What follows belongs to an exercise in optimizing a design on an open flow for small area; a production flow would make more cautious choices. Where RTL was checked, it was by simulation tests only, not by an equivalence proof against the original. The flow treats the clock pin as an ideal source. Dropping or thinning the clock tree relies on that and would not hold on a real chip. Power is estimated from default activity; no workload was simulated.

// top
module top(
        clk, reset, up, down, hsync, vsync, rgb, pmod_switch, pause_switch,
        MISO, SW, SS, MOSI, SCLK, LED, an, seg
    );
Size in the first run: roughly 790 cells after synthesis, roughly 160 flip-flops, ~41 I/O pins, roughly 0.0079 mm2 of cells after synthesis.
clock: 10.0 ns
lec_check: 0
cap_margin: 20
core_margin: 2
core_utilization: 40
cts_buf_list: sky130_fd_sc_hd__clkbuf_8
cts_cluster_diameter: 60
cts_cluster_size: 25
slew_margin: 20
run.sh (not shown) runs the stock make flow with config.mk's settings and CLKGATE_MAP_FILE= SYNTH_SCRIPT=/design/flow/synth_recipe.tcl, a recipe that flattens the netlist after the stock synthesis.
The baseline went through all stages and came out clean.
Change:
- CTS_BUF_LIST: sky130_fd_sc_hd__clkbuf_8 -> sky130_fd_sc_hd__clkbuf_16
- CTS_CLUSTER_DIAMETER: 60 -> 100
- CTS_CLUSTER_SIZE: 25 -> 40
Effect: Synthesized area is unchanged; maximum frequency is lower by 0.43%; final area came out higher by 2.2%; total power rose by about 15%.
No functional check of the RTL was part of any run of this note.


top, a different RTL version from the one above (not shown whole).
For scale: roughly 870 cells after synthesis, about 41 I/O pins.
Settings: LEC_CHECK=0, CAP_MARGIN=20, CORE_MARGIN=2, CORE_UTILIZATION=40, SLEW_MARGIN=20; clock period 10.0 ns.
standard.sh (not shown) runs the stock make flow with config.mk's settings and CLKGATE_MAP_FILE= SYNTH_SCRIPT=/design/flow/synth_recipe.tcl, a recipe that flattens the netlist after the stock synthesis.
==> flow/flow/run.sh <==
#!/bin/bash
# Layout flow: the standard flow (standard.sh), with two changes:
#  1. after the standard synthesis, its combinational logic is mapped again
#     by ABC for area; the registers (names, cell types) are kept as they are;
#  2. the port buffers are buf_1 cells and CTS adds no dummy clock loads;
#  3. after CTS, leaf clock buffers are merged in pairs and made smaller
#     while the worst flip-flop clock-pin slew stays below 112 ps
#     (flow/merge_leaves.tcl).
# Each tool's output goes to a log_*.log file in this folder.
set -euo pipefail
W=$PWD
R=$W/orfs/results/$FLOW_PLATFORM/top/base
LIB=$FLOW_HOME/platforms/$FLOW_PLATFORM/lib/sky130_fd_sc_hd__tt_025C_1v80.lib
YOSYS=$(command -v yosys || echo "$FLOW_HOME/../tools/install/yosys/bin/yosys")

# 1. standard synthesis
bash standard.sh synth > "$W/log_1_standard_synth.log" 2>&1
cp "$R/1_2_yosys.v" "$W/std_1_2_yosys.v"

# 2. re-map the combinational logic: a few ABC scripts (flow/abc_variants.txt)
#    run in parallel; the smallest result that keeps the standard synthesis's
#    registers (names and cell types) and is proven equal to it is used.
python3 flow/gen_models.py "$LIB" "$W/models_comb.v" "$W/models_seq.v" > "$W/log_2_models.log" 2>&1
sed -e "s#@LIB@#$LIB#g" -e "s#@W@#$W#g" flow/equiv.ys > "$W/equiv.ys"
grep -oE '^ *sky130_fd_sc_hd__[a-z0-9_]*df[a-z0-9_]* +[^ ]+' "$W/std_1_2_yosys.v" | sort > "$W/regs_std.txt"
v=0
while IFS= read -r script; do
  v=$((v + 1))
  printf '%s\n' "$script" > "$W/abc_$v.script"
  sed -e "s#@LIB@#$LIB#g" -e "s#@W@#$W#g" -e "s#@V@#$v#g" flow/resyn.ys > "$W/resyn_$v.ys"
  "$YOSYS" -s "$W/resyn_$v.ys" > "$W/log_3_resyn_$v.log" 2>&1 &
done < flow/abc_variants.txt
wait || true
: > "$W/resyn_areas.txt"
for i in $(seq 1 $v); do
  a=$( (grep "Chip area for module" "$W/resyn_stat_$i.txt" 2>/dev/null || true) | grep -oE "[0-9.]+$" || true)
  [ -n "$a" ] && echo "$a $i" >> "$W/resyn_areas.txt"
done
echo "re-mapped netlist NOT used" > "$W/resyn_used.txt"
for i in $(sort -g "$W/resyn_areas.txt" | awk '{print $2}'); do
  cp "$W/resyn_$i.v" "$W/resyn.v"
  grep -oE '^ *sky130_fd_sc_hd__[a-z0-9_]*df[a-z0-9_]* +[^ ]+' "$W/resyn.v" | sort > "$W/regs_resyn.txt"
  if cmp "$W/regs_std.txt" "$W/regs_resyn.txt" > "$W/log_4_regs_$i.log" 2>&1 &&
     "$YOSYS" -s "$W/equiv.ys" > "$W/log_5_equiv_$i.log" 2>&1; then
    cp "$W/resyn.v" "$R/1_2_yosys.v"
    echo "re-mapped netlist $i used" > "$W/resyn_used.txt"
    break
  fi
done

# 3. the rest of the standard flow
export BUFFER_PORTS_ARGS="-buffer_cell sky130_fd_sc_hd__buf_1"
export CTS_ARGS="-sink_clustering_enable -repair_clock_nets -dont_use_dummy_load -sink_clustering_buffer sky130_fd_sc_hd__clkbuf_4 -root_buf sky130_fd_sc_hd__clkbuf_8 -buf_list {sky130_fd_sc_hd__clkbuf_4 sky130_fd_sc_hd__clkbuf_8}"
export POST_CTS_TCL="$W/flow/merge_leaves.tcl"
export CTS_MERGE_MAX_FANOUT=24
export CTS_MERGE_MAX_SLEW=0.112
export CTS_SMALL_BUF=sky130_fd_sc_hd__clkbuf_4
bash standard.sh > "$W/log_6_standard_layout.log" 2>&1
==> flow/flow/abc_variants.txt <==
strash; &get -n; &deepsyn -I 10 -J 5 -T 2000; &put; dch -f; amap; topo
strash; &get -n; &deepsyn -I 10 -J 5 -S 5 -T 2000; &put; dch -f; amap; topo
strash; &get -n; &deepsyn -I 10 -J 5 -S 9 -T 2000; &put; dch -f; amap; topo
strash; &get -n; &deepsyn -I 10 -J 5 -S 11 -T 2000; &put; dch -f; amap -m; topo
==> flow/flow/resyn.ys <==
# Re-map the standard synthesis's combinational cells; registers stay as they are.
read_verilog -lib @W@/models_seq.v
read_verilog @W@/models_comb.v
read_verilog @W@/std_1_2_yosys.v
hierarchy -top top
setattr -set keep 1 t:sky130_fd_sc_hd__*df*
flatten
opt_clean -purge
opt -full
techmap
opt -fast
abc -script @W@/abc_@V@.script -liberty @LIB@ -dont_use sky130_fd_sc_hd__lpflow_bleeder_1 -dont_use sky130_fd_sc_hd__lpflow_clkbufkapwr_1 -dont_use sky130_fd_sc_hd__lpflow_clkbufkapwr_16 -dont_use sky130_fd_sc_hd__lpflow_clkbufkapwr_2 -dont_use sky130_fd_sc_hd__lpflow_clkbufkapwr_4 -dont_use sky130_fd_sc_hd__lpflow_clkbufkapwr_8 -dont_use sky130_fd_sc_hd__lpflow_clkinvkapwr_1 -dont_use sky130_fd_sc_hd__lpflow_clkinvkapwr_16 -dont_use sky130_fd_sc_hd__lpflow_clkinvkapwr_2 -dont_use sky130_fd_sc_hd__lpflow_clkinvkapwr_4 -dont_use sky130_fd_sc_hd__lpflow_clkinvkapwr_8 -dont_use sky130_fd_sc_hd__lpflow_decapkapwr_12 -dont_use sky130_fd_sc_hd__lpflow_decapkapwr_3 -dont_use sky130_fd_sc_hd__lpflow_decapkapwr_4 -dont_use sky130_fd_sc_hd__lpflow_decapkapwr_6 -dont_use sky130_fd_sc_hd__lpflow_decapkapwr_8 -dont_use sky130_fd_sc_hd__lpflow_inputiso0n_1 -dont_use sky130_fd_sc_hd__lpflow_inputiso0p_1 -dont_use sky130_fd_sc_hd__lpflow_inputiso1n_1 -dont_use sky130_fd_sc_hd__lpflow_inputiso1p_1 -dont_use sky130_fd_sc_hd__lpflow_inputisolatch_1 -dont_use sky130_fd_sc_hd__lpflow_isobufsrc_1 -dont_use sky130_fd_sc_hd__lpflow_isobufsrc_16 -dont_use sky130_fd_sc_hd__lpflow_isobufsrc_2 -dont_use sky130_fd_sc_hd__lpflow_isobufsrc_4 -dont_use sky130_fd_sc_hd__lpflow_isobufsrc_8 -dont_use sky130_fd_sc_hd__lpflow_isobufsrckapwr_16 -dont_use sky130_fd_sc_hd__lpflow_lsbuf_lh_hl_isowell_tap_1 -dont_use sky130_fd_sc_hd__lpflow_lsbuf_lh_hl_isowell_tap_2 -dont_use sky130_fd_sc_hd__lpflow_lsbuf_lh_hl_isowell_tap_4 -dont_use sky130_fd_sc_hd__lpflow_lsbuf_lh_isowell_4 -dont_use sky130_fd_sc_hd__lpflow_lsbuf_lh_isowell_tap_1 -dont_use sky130_fd_sc_hd__lpflow_lsbuf_lh_isowell_tap_2 -dont_use sky130_fd_sc_hd__lpflow_lsbuf_lh_isowell_tap_4 -dont_use sky130_fd_sc_hd__probe_p_8 -dont_use sky130_fd_sc_hd__probec_p_8  -dont_use sky130_fd_sc_hd__ebufn_1 -dont_use sky130_fd_sc_hd__ebufn_2 -dont_use sky130_fd_sc_hd__ebufn_4 -dont_use sky130_fd_sc_hd__ebufn_8 -dont_use sky130_fd_sc_hd__einvn_0 -dont_use sky130_fd_sc_hd__einvn_1 -dont_use sky130_fd_sc_hd__einvn_2 -dont_use sky130_fd_sc_hd__einvn_4 -dont_use sky130_fd_sc_hd__einvn_8 -dont_use sky130_fd_sc_hd__einvp_1 -dont_use sky130_fd_sc_hd__einvp_2 -dont_use sky130_fd_sc_hd__einvp_4 -dont_use sky130_fd_sc_hd__einvp_8 -dont_use sky130_fd_sc_hd__fa_1 -dont_use sky130_fd_sc_hd__fa_2 -dont_use sky130_fd_sc_hd__fa_4 -dont_use sky130_fd_sc_hd__fah_1 -dont_use sky130_fd_sc_hd__fahcin_1 -dont_use sky130_fd_sc_hd__fahcon_1 -dont_use sky130_fd_sc_hd__ha_1 -dont_use sky130_fd_sc_hd__ha_2 -dont_use sky130_fd_sc_hd__ha_4
opt_clean -purge
setattr -unset keep t:sky130_fd_sc_hd__*df*
write_verilog -noattr -nohex -nodec @W@/resyn_abc_@V@.v
design -reset
read_liberty -lib @LIB@
read_verilog @W@/resyn_abc_@V@.v
hierarchy -check -top top
hilomap -singleton -hicell sky130_fd_sc_hd__conb_1 HI -locell sky130_fd_sc_hd__conb_1 LO
insbuf -buf sky130_fd_sc_hd__buf_1 A X
check -assert
write_verilog -noattr -nohex -nodec @W@/resyn_@V@.v
tee -o @W@/resyn_stat_@V@.txt stat -liberty @LIB@
Other scripts of this flow, unchanged in this note and not shown: flow/flow/equiv.ys, flow/flow/gen_models.py, flow/flow/merge_leaves.tcl
Next try:
==> flow/flow/abc_variants.txt (replaced) <==
strash; &get -n; &deepsyn -I 10 -J 5 -T 2000; &put; dch -f; amap; topo
strash; &get -n; &deepsyn -I 10 -J 5 -S 5 -T 2000; &put; dch -f; amap; topo
strash; &get -n; &deepsyn -I 10 -J 5 -S 17 -T 2000; &put; dch -f; amap; topo
strash; &get -n; &deepsyn -I 10 -J 5 -S 17 -T 2000; &put; dch -f; amap; &get -n; &st; &dch -f; &put; amap; topo
--- a/flow/flow/resyn.ys
+++ b/flow/flow/resyn.ys
@@ -21 +21 @@
-insbuf -buf sky130_fd_sc_hd__buf_1 A X
+
--- a/flow/config.mk
+++ b/flow/config.mk
@@ -10 +10 @@
-export CORE_UTILIZATION = 40
+export CORE_UTILIZATION = 60
=> Core utilization climbs by 22 points; synthesized area drops by 1.0%; combinational power drops by about 11%.

-- port drivers added, routing unchanged --
The results above use ideal ports. As a check the final layouts listed here were re-extracted and re-timed, cells and wires unchanged.
Step 1: set_driving_cell puts a clkbuf_16 on clk and a buf_2 on each other input, an assumption about the parent block.
Step 2 adds t to the input delays and takes it off the output delays; t is the mean of the earliest and latest rising clock arrival at the registers after step 1. Input paths then give back, and output paths get back, about the clock's delay inside the block.
a / b / c = ideal / step 1 / step 2; a / b = the first two.
| run | t (ns) | slack for setup (ns) | hold slack, ns | clock arrival spread, ns | worst slew at a driven data input, ns |
|---|---|---|---|---|---|
| the first run of note 1 | 0.486 | 3.146 / 3.159 / 2.672 | 0.332 / 0.332 / 0.332 | 0.017 / 0.017 | 0.03 |
| the second run of note 1 | 0.468 | 3.116 / 3.134 / 2.666 | 0.327 / 0.327 / 0.327 | 0.015 / 0.016 | 0.03 |
| the first run of note 2 | 0.449 | 3.153 / 3.153 / 3.153 | 0.331 / 0.331 / 0.331 | 0.038 / 0.038 | 0.03 |
| the second run of note 2 | 0.455 | 3.765 / 3.765 / 3.765 | 0.333 / 0.333 / 0.333 | 0.032 / 0.032 | 0.03 |
After both steps every run listed still meets setup and hold. For the first run of note 1, which loses most, drivers alone change the setup slack by +0.013 ns; drivers and shift together by -0.474 ns.
